This design comes from an exercise in tuning for small area and a short achievable clock period on the open sky130 flow, not from production work.
Where RTL was checked, it was by simulation tests only, not by an equivalence proof against the original.
No activity file was given, so power comes from the tool's default toggle rates.

Setup of 07-03:
==> flow/design.v <==
module pipe_stage #(parameter W = 1, parameter EN = 1) (
    input clock,
    input [W-1:0] d,
    output [W-1:0] q
);
    generate if (EN) begin : g_reg
        reg [W-1:0] r;
        always @(posedge clock) r <= d;
        assign q = r;
    end else begin : g_wire
        assign q = d;
    end endgenerate
endmodule
module valid_stage #(parameter EN = 1) (
    input clock,
    input reset,
    input d,
    output q
);
    generate if (EN) begin : g_reg
        reg r;
        always @(posedge clock or posedge reset)
            if (reset) r <= 1'b0;
            else       r <= d;
        assign q = r;
    end else begin : g_wire
        assign q = d;
    end endgenerate
endmodule
module fp_adder_16_bit (
    input clock,
    input reset,
    input in_valid,
    input [15:0] operand_a,
    input [15:0] operand_b,
    input final_operation,
    output reg out_valid,
    output reg [15:0] result,
    output reg overflow_flag,
    output reg underflow_flag,
    output reg zero_flag,
    output reg infinity_flag,
    output reg NaN_flag
);
    localparam S1 = 1;    
    localparam S2 = 1;    
    localparam S3 = 1;    
    localparam S4 = 1;    
    localparam S5 = 1;    
    wire        sa = operand_a[15], sb = operand_b[15];
    wire [4:0]  ea = operand_a[14:10], eb = operand_b[14:10];
    wire [9:0]  fa = operand_a[9:0],  fb = operand_b[9:0];
    wire        ha = |fa, hb = |fb;
    wire ea_max = &ea, eb_max = &eb;
    wire inf_c  = (ea_max & ~ha) | (eb_max & ~hb);
    wire nan_c  = (ea_max & ha) | (eb_max & hb);
    wire [5:0]  ediff = {1'b0, ea} - {1'b0, eb};      
    wire        e_lt  = ediff[5];
    wire        e_eq  = (ea == eb);
    wire        f_lt  = (fa < fb);
    wire [4:0]  bexp  = e_lt ? eb : ea;
    wire        flush = e_lt | (ediff[4:0] > 5'd11);
    wire [3:0]  sh    = ediff[3:0];
    wire [9:0]  fa_1, fb_1;
    wire        ha_1, hb_1, sa_1, sb_1, e_lt_1, e_eq_1, f_lt_1;
    wire [4:0]  bexp_1;
    wire [3:0]  sh_1;
    wire        flush_1, fop_1, inf_1, nan_1, v_1;
    pipe_stage #(.W(40), .EN(S1)) r1 (clock,
        {fa, fb, ha, hb, sa, sb, e_lt, e_eq, f_lt, bexp, sh, flush, final_operation, inf_c, nan_c},
        {fa_1, fb_1, ha_1, hb_1, sa_1, sb_1, e_lt_1, e_eq_1, f_lt_1, bexp_1, sh_1, flush_1, fop_1, inf_1, nan_1});
    valid_stage #(.EN(S1)) rv1 (clock, reset, in_valid, v_1);
    wire [10:0] ma_1  = {ha_1, fa_1}, mb_1 = {hb_1, fb_1};
    wire        op_1   = fop_1 ^ sa_1 ^ sb_1;
    wire        zero_1 = ~ha_1 & ~hb_1;
    wire        bsel  = e_eq_1 ? f_lt_1 : e_lt_1;
    wire        sign_1 = bsel ? sb_1 : sa_1;
    wire [10:0] big_1 = bsel ? mb_1 : ma_1;
    wire [13:0] lx    = {mb_1, 3'b000};
    wire [13:0] shx   = lx >> sh_1;
    wire [13:0] smask = ~(14'h3fff << (sh_1 + 4'd2));    
    wire        stk   = |(lx & smask);
    wire        fstk  = e_lt_1 ? ha_1 : hb_1;
    wire [13:0] al    = flush_1 ? {13'd0, fstk} :
                        (e_eq_1 & f_lt_1) ? {ma_1, 3'b000} : {shx[13:1], stk};
    wire [10:0] big_2;
    wire [13:0] al_2;
    wire [4:0]  bexp_2;
    wire        sign_2, op_2, fop_2, zero_2, inf_2, nan_2, v_2;
    pipe_stage #(.W(36), .EN(S2)) r2 (clock,
        {big_1, al, bexp_1, sign_1, op_1, fop_1, zero_1, inf_1, nan_1},
        {big_2, al_2, bexp_2, sign_2, op_2, fop_2, zero_2, inf_2, nan_2});
    valid_stage #(.EN(S2)) rv2 (clock, reset, v_1, v_2);
    wire [14:0] s3  = {1'b0, big_2, 3'b000} + {1'b0, al_2 ^ {14{op_2}}} + {14'd0, op_2};
    wire        as_ = s3[14] & ~op_2 & ~fop_2;    
    wire [13:0] R   = s3[13:0];
    wire [13:0] R_3;
    wire [4:0]  bexp_3;
    wire        as_3, sign_3, zero_3, inf_3, nan_3, v_3;
    pipe_stage #(.W(24), .EN(S3)) r3 (clock,
        {R, as_, bexp_2, sign_2, zero_2, inf_2, nan_2},
        {R_3, as_3, bexp_3, sign_3, zero_3, inf_3, nan_3});
    valid_stage #(.EN(S3)) rv3 (clock, reset, v_2, v_3);
    wire [14:0] T = {as_3, R_3};
    reg  [3:0]  s;
    integer i;
    always @(*) begin
        s = 4'd1;
        for (i = 0; i < 14; i = i + 1)
            if (R_3[i]) s = 4'd14 - i;
        if (as_3) s = 4'd0;
    end
    wire [14:0] tsh = T << s;
    wire [12:0] nm  = tsh[13:1];
    wire [12:0] nm_4;
    wire [3:0]  s_4;
    wire [4:0]  bexp_4;
    wire        sign_4, zero_4, inf_4, nan_4, v_4;
    pipe_stage #(.W(26), .EN(S4)) r4 (clock,
        {nm, s, bexp_3, sign_3, zero_3, inf_3, nan_3},
        {nm_4, s_4, bexp_4, sign_4, zero_4, inf_4, nan_4});
    valid_stage #(.EN(S4)) rv4 (clock, reset, v_3, v_4);
    wire [4:0]  ne  = bexp_4 + 5'd1 - {1'b0, s_4};
    wire [9:0]  M   = nm_4[12:3];
    wire        inc = nm_4[2] & (nm_4[1] | nm_4[0] | nm_4[3]);
    wire [9:0]  pre;
    genvar k;
    generate for (k = 0; k < 10; k = k + 1) begin : g_pre
        if (k == 0) begin : g0
            assign pre[k] = 1'b1;
        end else begin : gk
            assign pre[k] = &M[k-1:0];
        end
    end endgenerate
    wire [9:0]  mr  = M ^ (pre & {10{inc}});
    wire        m_all1 = &M;
    wire        m_zero = ~|M;
    wire        m_1ff  = (M == 10'h1ff);
    wire        m_200  = (M == 10'h200);
    wire        wr  = inc ? m_1ff : m_200;           
    wire        mrz = inc ? m_all1 : m_zero;         
    wire [9:0]  mr_5;
    wire [4:0]  ne0;
    wire        wr_5, mrz_5, sign_5, zero_5, inf_5, nan_5, v_5;
    pipe_stage #(.W(21), .EN(S5)) r5 (clock,
        {mr, wr, mrz, ne, sign_4, zero_4, inf_4, nan_4},
        {mr_5, wr_5, mrz_5, ne0, sign_5, zero_5, inf_5, nan_5});
    valid_stage #(.EN(S5)) rv5 (clock, reset, v_4, v_5);
    wire [4:0]  ne1 = ne0 + 5'd1;
    wire        ovf = wr_5 ? (ne0 == 5'd30) : (ne0 == 5'd31);
    wire        unf = (ne0 == 5'd0) & mrz_5;
    wire [4:0]  ex  = wr_5 ? ne1 : ne0;
    wire [9:0]  mo  = ovf ? 10'd0 : wr_5 ? 10'd1 : mr_5;
    wire [4:0]  xo  = (inf_5 | nan_5) ? 5'h1f : ex;
    wire [9:0]  fo  = inf_5 ? 10'd0 : nan_5 ? 10'h3ff : mo;
    always @(posedge clock) begin
        result         <= {sign_5, xo, fo};
        overflow_flag  <= ovf;
        underflow_flag <= unf;
        zero_flag      <= zero_5;
        infinity_flag  <= inf_5;
        NaN_flag       <= nan_5;
    end
    always @(posedge clock or posedge reset)
        if (reset) out_valid <= 1'b0;
        else       out_valid <= v_5;
endmodule
clock: 3.5 ns
lec_check: 0
cap_margin: 20
core_margin: 2
core_utilization: 40
cts_buf_list: sky130_fd_sc_hd__clkbuf_8
cts_cluster_size: 40
setup_slack_margin: 1.5
slew_margin: 20
run.sh (not shown) runs the stock make flow with config.mk's settings and CLKGATE_MAP_FILE= SYNTH_SCRIPT=/design/flow/synth_recipe.tcl, a recipe that flattens the netlist after the stock synthesis.
Changes in 07-13 relative to 07-03:
--- a/flow/design.v
+++ b/flow/design.v
@@ -81,21 +81,25 @@
     wire [13:0] smask = ~(14'h3fff << (sh_1 + 4'd2));    
     wire        stk   = |(lx & smask);
     wire        fstk  = e_lt_1 ? ha_1 : hb_1;
     wire [13:0] al    = flush_1 ? {13'd0, fstk} :
                         (e_eq_1 & f_lt_1) ? {ma_1, 3'b000} : {shx[13:1], stk};
-    wire [10:0] big_2;
-    wire [13:0] al_2;
+    wire [13:0] ax    = al ^ {14{op_1}};
+    wire [2:0]  r_lo  = op_1 ? (3'd0 - al[2:0]) : al[2:0];
+    wire        c3    = op_1 & ~|al[2:0];
+    wire        keep  = ~op_1 & ~fop_1;              
+    wire [10:0] big_2, axh_2;
+    wire [2:0]  r_lo_2;
     wire [4:0]  bexp_2;
-    wire        sign_2, op_2, fop_2, zero_2, inf_2, nan_2, v_2;
+    wire        c3_2, keep_2, sign_2, zero_2, inf_2, nan_2, v_2;
     pipe_stage #(.W(36), .EN(S2)) r2 (clock,
-        {big_1, al, bexp_1, sign_1, op_1, fop_1, zero_1, inf_1, nan_1},
-        {big_2, al_2, bexp_2, sign_2, op_2, fop_2, zero_2, inf_2, nan_2});
+        {big_1, ax[13:3], r_lo, c3, keep, bexp_1, sign_1, zero_1, inf_1, nan_1},
+        {big_2, axh_2, r_lo_2, c3_2, keep_2, bexp_2, sign_2, zero_2, inf_2, nan_2});
     valid_stage #(.EN(S2)) rv2 (clock, reset, v_1, v_2);
-    wire [14:0] s3  = {1'b0, big_2, 3'b000} + {1'b0, al_2 ^ {14{op_2}}} + {14'd0, op_2};
-    wire        as_ = s3[14] & ~op_2 & ~fop_2;    
-    wire [13:0] R   = s3[13:0];
+    wire [11:0] hi  = {1'b0, big_2} + {1'b0, axh_2} + {11'd0, c3_2};
+    wire        as_ = hi[11] & keep_2;
+    wire [13:0] R   = {hi[10:0], r_lo_2};
     wire [13:0] R_3;
     wire [4:0]  bexp_3;
     wire        as_3, sign_3, zero_3, inf_3, nan_3, v_3;
     pipe_stage #(.W(24), .EN(S3)) r3 (clock,
         {R, as_, bexp_2, sign_2, zero_2, inf_2, nan_2},
@@ -108,20 +112,21 @@
         s = 4'd1;
         for (i = 0; i < 14; i = i + 1)
             if (R_3[i]) s = 4'd14 - i;
         if (as_3) s = 4'd0;
     end
-    wire [14:0] tsh = T << s;
-    wire [12:0] nm  = tsh[13:1];
-    wire [12:0] nm_4;
+    wire [14:0] tsh = T << {s[3:2], 2'b00};          
+    wire [13:0] tsh_4;
     wire [3:0]  s_4;
     wire [4:0]  bexp_4;
     wire        sign_4, zero_4, inf_4, nan_4, v_4;
-    pipe_stage #(.W(26), .EN(S4)) r4 (clock,
-        {nm, s, bexp_3, sign_3, zero_3, inf_3, nan_3},
-        {nm_4, s_4, bexp_4, sign_4, zero_4, inf_4, nan_4});
+    pipe_stage #(.W(27), .EN(S4)) r4 (clock,
+        {tsh[13:0], s, bexp_3, sign_3, zero_3, inf_3, nan_3},
+        {tsh_4, s_4, bexp_4, sign_4, zero_4, inf_4, nan_4});
     valid_stage #(.EN(S4)) rv4 (clock, reset, v_3, v_4);
+    wire [13:0] fsh = tsh_4 << s_4[1:0];
+    wire [12:0] nm_4 = fsh[13:1];
     wire [4:0]  ne  = bexp_4 + 5'd1 - {1'b0, s_4};
     wire [9:0]  M   = nm_4[12:3];
     wire        inc = nm_4[2] & (nm_4[1] | nm_4[0] | nm_4[3]);
     wire [9:0]  pre;
     genvar k;
Looking at dominant kind of cell by area, the flip-flops and latches result is from 07-13; the multi-input gates one comes from 07-03.
Taking 07-03 as the reference, in 07-13 clock skew about even, power density over the cells fell about 4%, die width fell 1.7%.
07-13 vs. 07-03: clock network power share went up by 3.0 points.
Diff 07-03 and 07-13: post-synthesis share of cell area spent on full adders, half adders and majority gates higher in 07-13
Function was not checked in any run of this note: the RTL went through the layout flow alone.

========
Another version of the RTL of fp_adder_16_bit (not shown whole).
For scale: roughly 180 flip-flops, about 58 I/O pins, ~7300 sq um of cells after synthesis.
Settings: LEC_CHECK=0, ABC_AREA=1, CAP_MARGIN=20, CORE_MARGIN=2, CORE_UTILIZATION=40, CTS_BUF_LIST=sky130_fd_sc_hd__clkbuf_8, CTS_CLUSTER_SIZE=40, SETUP_SLACK_MARGIN=1.6, SLEW_MARGIN=20; clock period 3.5 ns.
==> next run, changes <==
--- a/flow/design.v
+++ b/flow/design.v
@@ -69,31 +69,37 @@
     pipe_stage #(.W(40), .EN(S1)) r1 (clock,
         {fa, fb, ha, hb, sa, sb, e_lt, e_eq, f_lt, bexp, sh, flush, final_operation, inf_c, nan_c},
         {fa_1, fb_1, ha_1, hb_1, sa_1, sb_1, e_lt_1, e_eq_1, f_lt_1, bexp_1, sh_1, flush_1, fop_1, inf_1, nan_1});
     valid_stage #(.EN(S1)) rv1 (clock, reset, in_valid, v_1);
     wire [10:0] ma_1  = {ha_1, fa_1}, mb_1 = {hb_1, fb_1};
     wire        op_1   = fop_1 ^ sa_1 ^ sb_1;
     wire        zero_1 = ~ha_1 & ~hb_1;
     wire        bsel  = e_eq_1 ? f_lt_1 : e_lt_1;
     wire        sign_1 = bsel ? sb_1 : sa_1;
     wire [10:0] big_1 = bsel ? mb_1 : ma_1;
     wire [13:0] lx    = {mb_1, 3'b000};
     wire [13:0] shx   = lx >> sh_1;
-    wire [13:0] smask = ~(14'h3fff << (sh_1 + 4'd2));    
-    wire        stk   = |(lx & smask);
+    wire [10:0] por;
+    genvar q;
+    generate for (q = 0; q < 11; q = q + 1) begin : g_por
+        assign por[q] = |mb_1[q:0];
+    end endgenerate
+    wire [15:0] stk_sel = {3'b000, por, 2'b00};     
+    wire [15:0] nz_sel  = {4'b0000, por, 1'b0};     
+    wire        stk   = stk_sel[sh_1];
+    wire        nz_lo = nz_sel[sh_1];
     wire        fstk  = e_lt_1 ? ha_1 : hb_1;
     wire [13:0] al    = flush_1 ? {13'd0, fstk} :
                         (e_eq_1 & f_lt_1) ? {ma_1, 3'b000} : {shx[13:1], stk};
-    wire [13:0] zmask = ~(14'h3fff << (sh_1 + 4'd3));    
-    wire        z3    = flush_1 ? ~fstk : (e_eq_1 & f_lt_1) ? 1'b1 : ~|(lx & zmask);
+    wire        z3    = flush_1 ? ~fstk : (e_eq_1 & f_lt_1) ? 1'b1 : ~nz_lo;
     wire        c3    = op_1 & z3;
     wire [13:0] ax    = al ^ {14{op_1}};
     wire        keep  = ~op_1 & ~fop_1;              
     wire [10:0] big_2, axh_2;
     wire [2:0]  al_lo_2;
     wire [4:0]  bexp_2;
     wire        c3_2, op_2, keep_2, sign_2, zero_2, inf_2, nan_2, v_2;
     pipe_stage #(.W(37), .EN(S2)) r2 (clock,
         {big_1, ax[13:3], al[2:0], c3, op_1, keep, bexp_1, sign_1, zero_1, inf_1, nan_1},
         {big_2, axh_2, al_lo_2, c3_2, op_2, keep_2, bexp_2, sign_2, zero_2, inf_2, nan_2});
     valid_stage #(.EN(S2)) rv2 (clock, reset, v_1, v_2);
     wire [11:0] g0 = {big_2 & axh_2, c3_2};
Result:
- The changed run produced a clean layout
- flip-flop and latch count stays the same
- design area shrinks slightly
- worst setup slack improves by 0.032 ns
- sequential power barely changes
- maximum frequency went up slightly
- die area fell slightly
- wire length went down by a few percent
- total power stays flat
- via count drops slightly
- global-route usage rises by 0.25 points

========
## run a
Starting RTL as in the previous note.
## fp_adder_16_bit
module fp_adder_16_bit (
    input clock,
    input reset,
    input in_valid,
    input [15:0] operand_a,
    input [15:0] operand_b,
    input final_operation,
    output reg out_valid,
    output reg [15:0] result,
    output reg overflow_flag,
    output reg underflow_flag,
    output reg zero_flag,
    output reg infinity_flag,
    output reg NaN_flag
);
make LEC_CHECK=0 ABC_AREA=1 CAP_MARGIN=20 CORE_MARGIN=2 CORE_UTILIZATION=40 CTS_BUF_LIST=sky130_fd_sc_hd__clkbuf_8 CTS_CLUSTER_SIZE=40 SETUP_SLACK_MARGIN=1.8 SLEW_MARGIN=20 finish   # period 3.5 ns
Run a | status: complete | timing, DRC, antenna: pass
Edits applied to the flow inputs when going from run a to run b:
--- a/flow/design.v
+++ b/flow/design.v
@@ -75,19 +75,25 @@
     wire        zero_1 = ~ha_1 & ~hb_1;
     wire        bsel  = e_eq_1 ? f_lt_1 : e_lt_1;
     wire        sign_1 = bsel ? sb_1 : sa_1;
     wire [10:0] big_1 = bsel ? mb_1 : ma_1;
     wire [13:0] lx    = {mb_1, 3'b000};
     wire [13:0] shx   = lx >> sh_1;
-    wire [13:0] smask = ~(14'h3fff << (sh_1 + 4'd2));    
-    wire        stk   = |(lx & smask);
+    wire [10:0] por;
+    genvar q;
+    generate for (q = 0; q < 11; q = q + 1) begin : g_por
+        assign por[q] = |mb_1[q:0];
+    end endgenerate
+    wire [15:0] stk_sel = {3'b000, por, 2'b00};     
+    wire [15:0] nz_sel  = {4'b0000, por, 1'b0};     
+    wire        stk   = stk_sel[sh_1];
+    wire        nz_lo = nz_sel[sh_1];
     wire        fstk  = e_lt_1 ? ha_1 : hb_1;
     wire [13:0] al    = flush_1 ? {13'd0, fstk} :
                         (e_eq_1 & f_lt_1) ? {ma_1, 3'b000} : {shx[13:1], stk};
-    wire [13:0] zmask = ~(14'h3fff << (sh_1 + 4'd3));    
-    wire        z3    = flush_1 ? ~fstk : (e_eq_1 & f_lt_1) ? 1'b1 : ~|(lx & zmask);
+    wire        z3    = flush_1 ? ~fstk : (e_eq_1 & f_lt_1) ? 1'b1 : ~nz_lo;
     wire        c3    = op_1 & z3;
     wire [13:0] ax    = al ^ {14{op_1}};
     wire        keep  = ~op_1 & ~fop_1;              
     wire [10:0] big_2, axh_2;
     wire [2:0]  al_lo_2;
     wire [4:0]  bexp_2;
@@ -137,20 +143,36 @@
     wire        as_3, sign_3, zero_3, inf_3, nan_3, v_3;
     pipe_stage #(.W(24), .EN(S3)) r3 (clock,
         {R, as_, bexp_2, sign_2, zero_2, inf_2, nan_2},
         {R_3, as_3, bexp_3, sign_3, zero_3, inf_3, nan_3});
     valid_stage #(.EN(S3)) rv3 (clock, reset, v_2, v_3);
     wire [14:0] T = {as_3, R_3};
-    reg  [3:0]  s;
-    integer i;
-    always @(*) begin
-        s = 4'd1;
-        for (i = 0; i < 14; i = i + 1)
-            if (R_3[i]) s = 4'd14 - i;
-        if (as_3) s = 4'd0;
+    wire [15:0] X = {T, 1'b0};
+    wire [7:0]  v1, c1;
+    wire [3:0]  v2;
+    wire [7:0]  c2;
+    wire [1:0]  v3;
+    wire [5:0]  c3z;
+    genvar u;
+    generate for (u = 0; u < 8; u = u + 1) begin : g_l1
+        assign v1[u] = X[2*u+1] | X[2*u];
+        assign c1[u] = ~X[2*u+1];
     end
+    for (u = 0; u < 4; u = u + 1) begin : g_l2
+        assign v2[u] = v1[2*u+1] | v1[2*u];
+        assign c2[2*u+1] = ~v1[2*u+1];
+        assign c2[2*u]   = v1[2*u+1] ? c1[2*u+1] : c1[2*u];
+    end
+    for (u = 0; u < 2; u = u + 1) begin : g_l3
+        assign v3[u] = v2[2*u+1] | v2[2*u];
+        assign c3z[3*u+2]   = ~v2[2*u+1];
+        assign c3z[3*u+1:3*u] = v2[2*u+1] ? c2[4*u+3:4*u+2] : c2[4*u+1:4*u];
+    end endgenerate
+    wire        vz = v3[1] | v3[0];
+    wire [3:0]  lz = {~v3[1], v3[1] ? c3z[5:3] : c3z[2:0]};
+    wire [3:0]  s  = vz ? lz : 4'd1;                  
     wire [14:0] tsh = T << {s[3:2], 2'b00};          
     wire [13:0] tsh_4;
     wire [3:0]  s_4;
     wire [4:0]  bexp_4;
     wire        sign_4, zero_4, inf_4, nan_4, v_4;
     pipe_stage #(.W(27), .EN(S4)) r4 (clock,
Findings:
- Taking run a as the reference, in run b combined area of all synthesized cells rose 140 um^2; routed wire length rose about 3.7%; global-route total usage across every layer rose 0.89 points.
- Relative to run a, the non-clock buffer count measured on run b has decreased slightly.
- Delta (run b minus run a): synthesized cell count higher, worst relative slew slack higher.
- Taking run a as 1.0, run b lands at 1.15 on met3 wirelength from detailed routing.
- Summary of run b over run a: transition time of the tightest slew-check pin decreased by 0.020 ns relative to the old numbers; met2 wirelength from detailed routing increased by about 2.6% relative to the old numbers; required time of the worst setup path increased by 0.06 ns relative to the old numbers; multi-input combinational cell area increased by 1.0% relative to the old numbers.
- Hold slack delta (run b -> run a): insignificant
For run b, only the layout was checked, not whether the RTL still works.

what the ideal ports hide:
No port has a modelled driver above. Below, the same layouts with a new extraction and two added sets of constraints.
Step 1, drivers: a clkbuf_16 drives clock and a buf_2 each remaining input, both assumed.
Step 2, shift: input delay + t, output delay - t, t = (earliest + latest rising clock arrival at the registers) / 2. This alone moves slack from input paths to output paths.
Three values: no drivers, after step 1, after step 2; two values: the first two.
run | shift t [ns] | setup slack, ns | clock arrival spread, ns | slew at the worst register clock pin (ns)
07-03 | 0.478 | 1.362 / 1.362 / 1.058 | 0.016 / 0.017 | 0.09 / 0.09
07-13 | 0.484 | 1.341 / 1.341 / 1.033 | 0.017 / 0.017 | 0.10 / 0.10
the first run of note 2 | 0.488 | 1.645 / 1.649 / 1.161 | 0.022 / 0.022 | 0.11 / 0.11
the second run of note 2 | 0.488 | 1.678 / 1.641 / 1.208 | 0.022 / 0.022 | 0.11 / 0.11
run a | 0.489 | 1.756 / 1.774 / 1.285 | 0.019 / 0.019 | 0.11 / 0.11
run b | 0.492 | 1.828 / 1.800 / 1.344 | 0.023 / 0.023 | 0.11 / 0.11
After both steps every run listed still meets setup and hold.
